What follows belongs to an exercise in optimizing a design on an open flow for small area, a short achievable clock period and few clock cycles per item; a production flow would make more cautious choices. The RTL was checked by simulation tests, not by an equivalence proof against the original design.

Setup of job 8708:
Design xtea_cores, start of the top module:
module xtea_cores (
    input wire clk,
    input wire rst_i,
    input wire valid_i,
    input wire en_i,
    input wire [63:0] data_a_i,
    input wire [63:0] data_b_i,
    input wire [127:0] key,
    input wire decrypt_i,
    output wire [63:0] result_a_o,
    output wire [63:0] result_b_o,
    output reg valid_o,
    output reg busy_o
);
==> flow/config.mk <==
export PLATFORM = sky130hd
export DESIGN_NAME = xtea_cores
export DESIGN_NICKNAME = xtea_cores
export VERILOG_FILES = /design/flow/design.v
export SDC_FILE = /design/flow/constraint.sdc
export NUM_CORES = 4
export LEC_CHECK = 0
export ABC_AREA = 1
export CAP_MARGIN = 20
export CORE_MARGIN = 2
export CORE_UTILIZATION = 40
export SETUP_SLACK_MARGIN = 3.8
export SLEW_MARGIN = 20
==> flow/constraint.sdc <==
create_clock -name core_clock -period 7.0 [get_ports {clk}]
set_input_delay 1.4000 -clock core_clock [delete_from_list [all_inputs] [get_ports {clk}]]
set_output_delay 1.4000 -clock core_clock [all_outputs]
set_load 0.01 [all_outputs]
standard.sh (not shown) runs the stock make flow with config.mk's settings and CLKGATE_MAP_FILE= SYNTH_SCRIPT=/design/flow/synth_recipe.tcl, a recipe that flattens the netlist after the stock synthesis.
==> flow/flow/run.sh <==
#!/bin/bash
# Standard ORFS layout, but the port buffers are the smallest buffer cell and
# CTS uses smaller buffers and no dummy loads.
set -euo pipefail
export BUFFER_PORTS_ARGS="-buffer_cell sky130_fd_sc_hd__buf_1"
export ADDER_MAP_FILE=
export CTS_ARGS="-sink_clustering_enable -repair_clock_nets -dont_use_dummy_load -buf_list {sky130_fd_sc_hd__clkbuf_4 sky130_fd_sc_hd__clkbuf_8}"
bash standard.sh > standard_make.log 2>&1
Job 8708 | stages: all done | timing, DRC, antenna: all pass
Testbench counts of job 8708, summed over its fixed seeds: cycles 25,346, items 768.
Input changes introduced in job 9218 (baseline for comparison: job 8708):
- SETUP_SLACK_MARGIN changed from 3.8 to 1.5
- ABC_AREA removed (was 1)
==> flow/flow/run.sh <==
#!/bin/bash
# Standard ORFS layout, but the port buffers are the smallest buffer cell.
set -euo pipefail
export BUFFER_PORTS_ARGS="-buffer_cell sky130_fd_sc_hd__buf_1"
bash standard.sh > standard_make.log 2>&1
[summary]
Job 9218: flow completed, timing, DRC and antenna clean
Worst setup slack (job 9218 over job 8708): decrease, 2120 ps
Compared with job 8708, job 9218 shows a worst hold slack that is 15 ps lower.
Delta (job 9218 minus job 8708): post-synth net total fell by 1954, global-route usage fell by 8.6 points.
The post-layout instance count excluding filler cells in job 9218 is 0.59 times that in job 8708.
Of job 9218 and job 8708, the lower complex-gate fraction of the synthesized area belongs to job 8708.
The following lists how job 4338 was set up differently from job 9218:
- SETUP_SLACK_MARGIN changed from 1.5 to 3
- ABC_AREA newly set to 1
==> flow/flow/run.sh <==
#!/bin/bash
# Standard ORFS layout, but the port buffers are the smallest buffer cell and
# CTS uses smaller buffers and no dummy loads.
set -euo pipefail
export BUFFER_PORTS_ARGS="-buffer_cell sky130_fd_sc_hd__buf_1"
export CTS_ARGS="-sink_clustering_enable -repair_clock_nets -dont_use_dummy_load -buf_list {sky130_fd_sc_hd__clkbuf_4 sky130_fd_sc_hd__clkbuf_8}"
bash standard.sh > standard_make.log 2>&1
[summary]
Looking at minimum setup slack in the final design across job 9218 and job 4338, the one that comes out lower is job 9218. Going from job 9218 to job 4338, fmax grew by more than a quarter. Any difference in final-layout non-clock buffer area share between job 4338 and job 9218 is small enough to ignore.
[inputs] job 7700 vs job 4338
- swapping 3 for 3.4 in SETUP_SLACK_MARGIN
==> flow/flow/run.sh <==
#!/bin/bash
# Standard ORFS layout, but the port buffers are the smallest buffer cell and
# CTS uses smaller buffers and no dummy loads.
set -euo pipefail
export BUFFER_PORTS_ARGS="-buffer_cell sky130_fd_sc_hd__buf_1"
export ADDER_MAP_FILE=
export CTS_ARGS="-sink_clustering_enable -repair_clock_nets -dont_use_dummy_load -buf_list {sky130_fd_sc_hd__clkbuf_4 sky130_fd_sc_hd__clkbuf_8}"
bash standard.sh > standard_make.log 2>&1
- Job 7700 against job 4338: first-pass GRT wire length has increased, number of cells in the finished layout apart from fillers has increased.
[inputs] job 4782 vs job 7700
- SETUP_SLACK_MARGIN: 3.4 -> 2.2
- ABC_AREA: 1 -> unset
==> flow/flow/run.sh <==
#!/bin/bash
# Standard ORFS layout, but the port buffers are the smallest buffer cell and
# CTS uses smaller buffers and no dummy loads.
set -euo pipefail
export BUFFER_PORTS_ARGS="-buffer_cell sky130_fd_sc_hd__buf_1"
export CTS_ARGS="-sink_clustering_enable -repair_clock_nets -dont_use_dummy_load -buf_list {sky130_fd_sc_hd__clkbuf_4 sky130_fd_sc_hd__clkbuf_8}"
bash standard.sh > standard_make.log 2>&1
==> comparison <==
- Job 4782 did not stop at any stage, and its layout met the timing, design-rule and antenna checks.
- Job 4782 ended with less met2 global-route usage than job 7700.
- Relative to job 7700, global-route track usage on met3 has decreased by 1.8 points in job 4782.
- Higher via count of the first global-routing pass goes to job 7700 over job 4782.
- The share of the final layout cell area in multi-input gates of job 4782 is lower than that of job 7700.
- Of job 7700 and job 4782, the higher maximum number of pins on one net before global-route repair belongs to job 7700.
- Met1 capacity usage during global routing: job 4782 vs job 7700 down 9.4 points
The following lists how job 6302 was set up differently from job 4782:
- ABC_AREA newly set to 1
- SETUP_SLACK_MARGIN changed from 2.2 to 3.0
==> flow/flow/run.sh <==
#!/bin/bash
# Standard ORFS layout, but the port buffers are the smallest buffer cell and
# CTS uses smaller buffers and no dummy loads.
set -euo pipefail
export BUFFER_PORTS_ARGS="-buffer_cell sky130_fd_sc_hd__buf_1"
export ADDER_MAP_FILE=
export CTS_ARGS="-sink_clustering_enable -repair_clock_nets -dont_use_dummy_load -buf_list {sky130_fd_sc_hd__clkbuf_4 sky130_fd_sc_hd__clkbuf_8}"
bash standard.sh > standard_make.log 2>&1
--- outcome ---
Cell count sits higher in job 6302 than in job 4782. Diff job 4782 and job 6302: number of cells after detailed placement higher in job 6302. Final antenna diode count was lower in the run labelled job 4782. Highest metal layer used by the detailed router: met5 -> job 4782, met4 -> job 6302.

re-timing with driven ports:
How much do the figures lean on ideal ports? The routed layouts below were timed once more, with nothing changed but the port constraints. Step 1: set_driving_cell puts a clkbuf_16 on clk and a buf_2 on each other input, an assumption about the parent block. Step 2 times the ports against the registers' clock, not the clock port: input delays grow and output delays shrink by t, the midpoint of the rising clock arrivals with the driver on. Three values: ideal, step 1, step 2; two values: the first two.
| run | t, ns | setup slack, ns | hold slack, ns | pins driven straight from the clock port |
|---|---|---|---|---|
| job 8708 | 0.741 | 3.853 / 3.853 / 3.324 | 0.519 / 0.519 / 0.519 | 1 |
| job 9218 | 0.627 | 1.735 / 1.735 / 1.735 | 0.504 / 0.504 / 0.504 | 1 |
| job 4338 | 0.709 | 3.219 / 3.219 / 3.219 | 0.472 / 0.472 / 0.472 | 1 |
| job 7700 | 0.744 | 3.547 / 3.547 / 3.161 | 0.566 / 0.566 / 0.566 | 1 |
| job 4782 | 0.689 | 2.234 / 2.234 / 2.234 | 0.486 / 0.486 / 0.486 | 1 |
| job 6302 | 0.748 | 3.128 / 3.128 / 3.128 | 0.564 / 0.564 / 0.564 | 1 |
After both steps every run listed still meets setup and hold. For job 8708, which loses most, drivers alone change the setup slack by 0.000 ns; drivers and shift together by -0.529 ns.
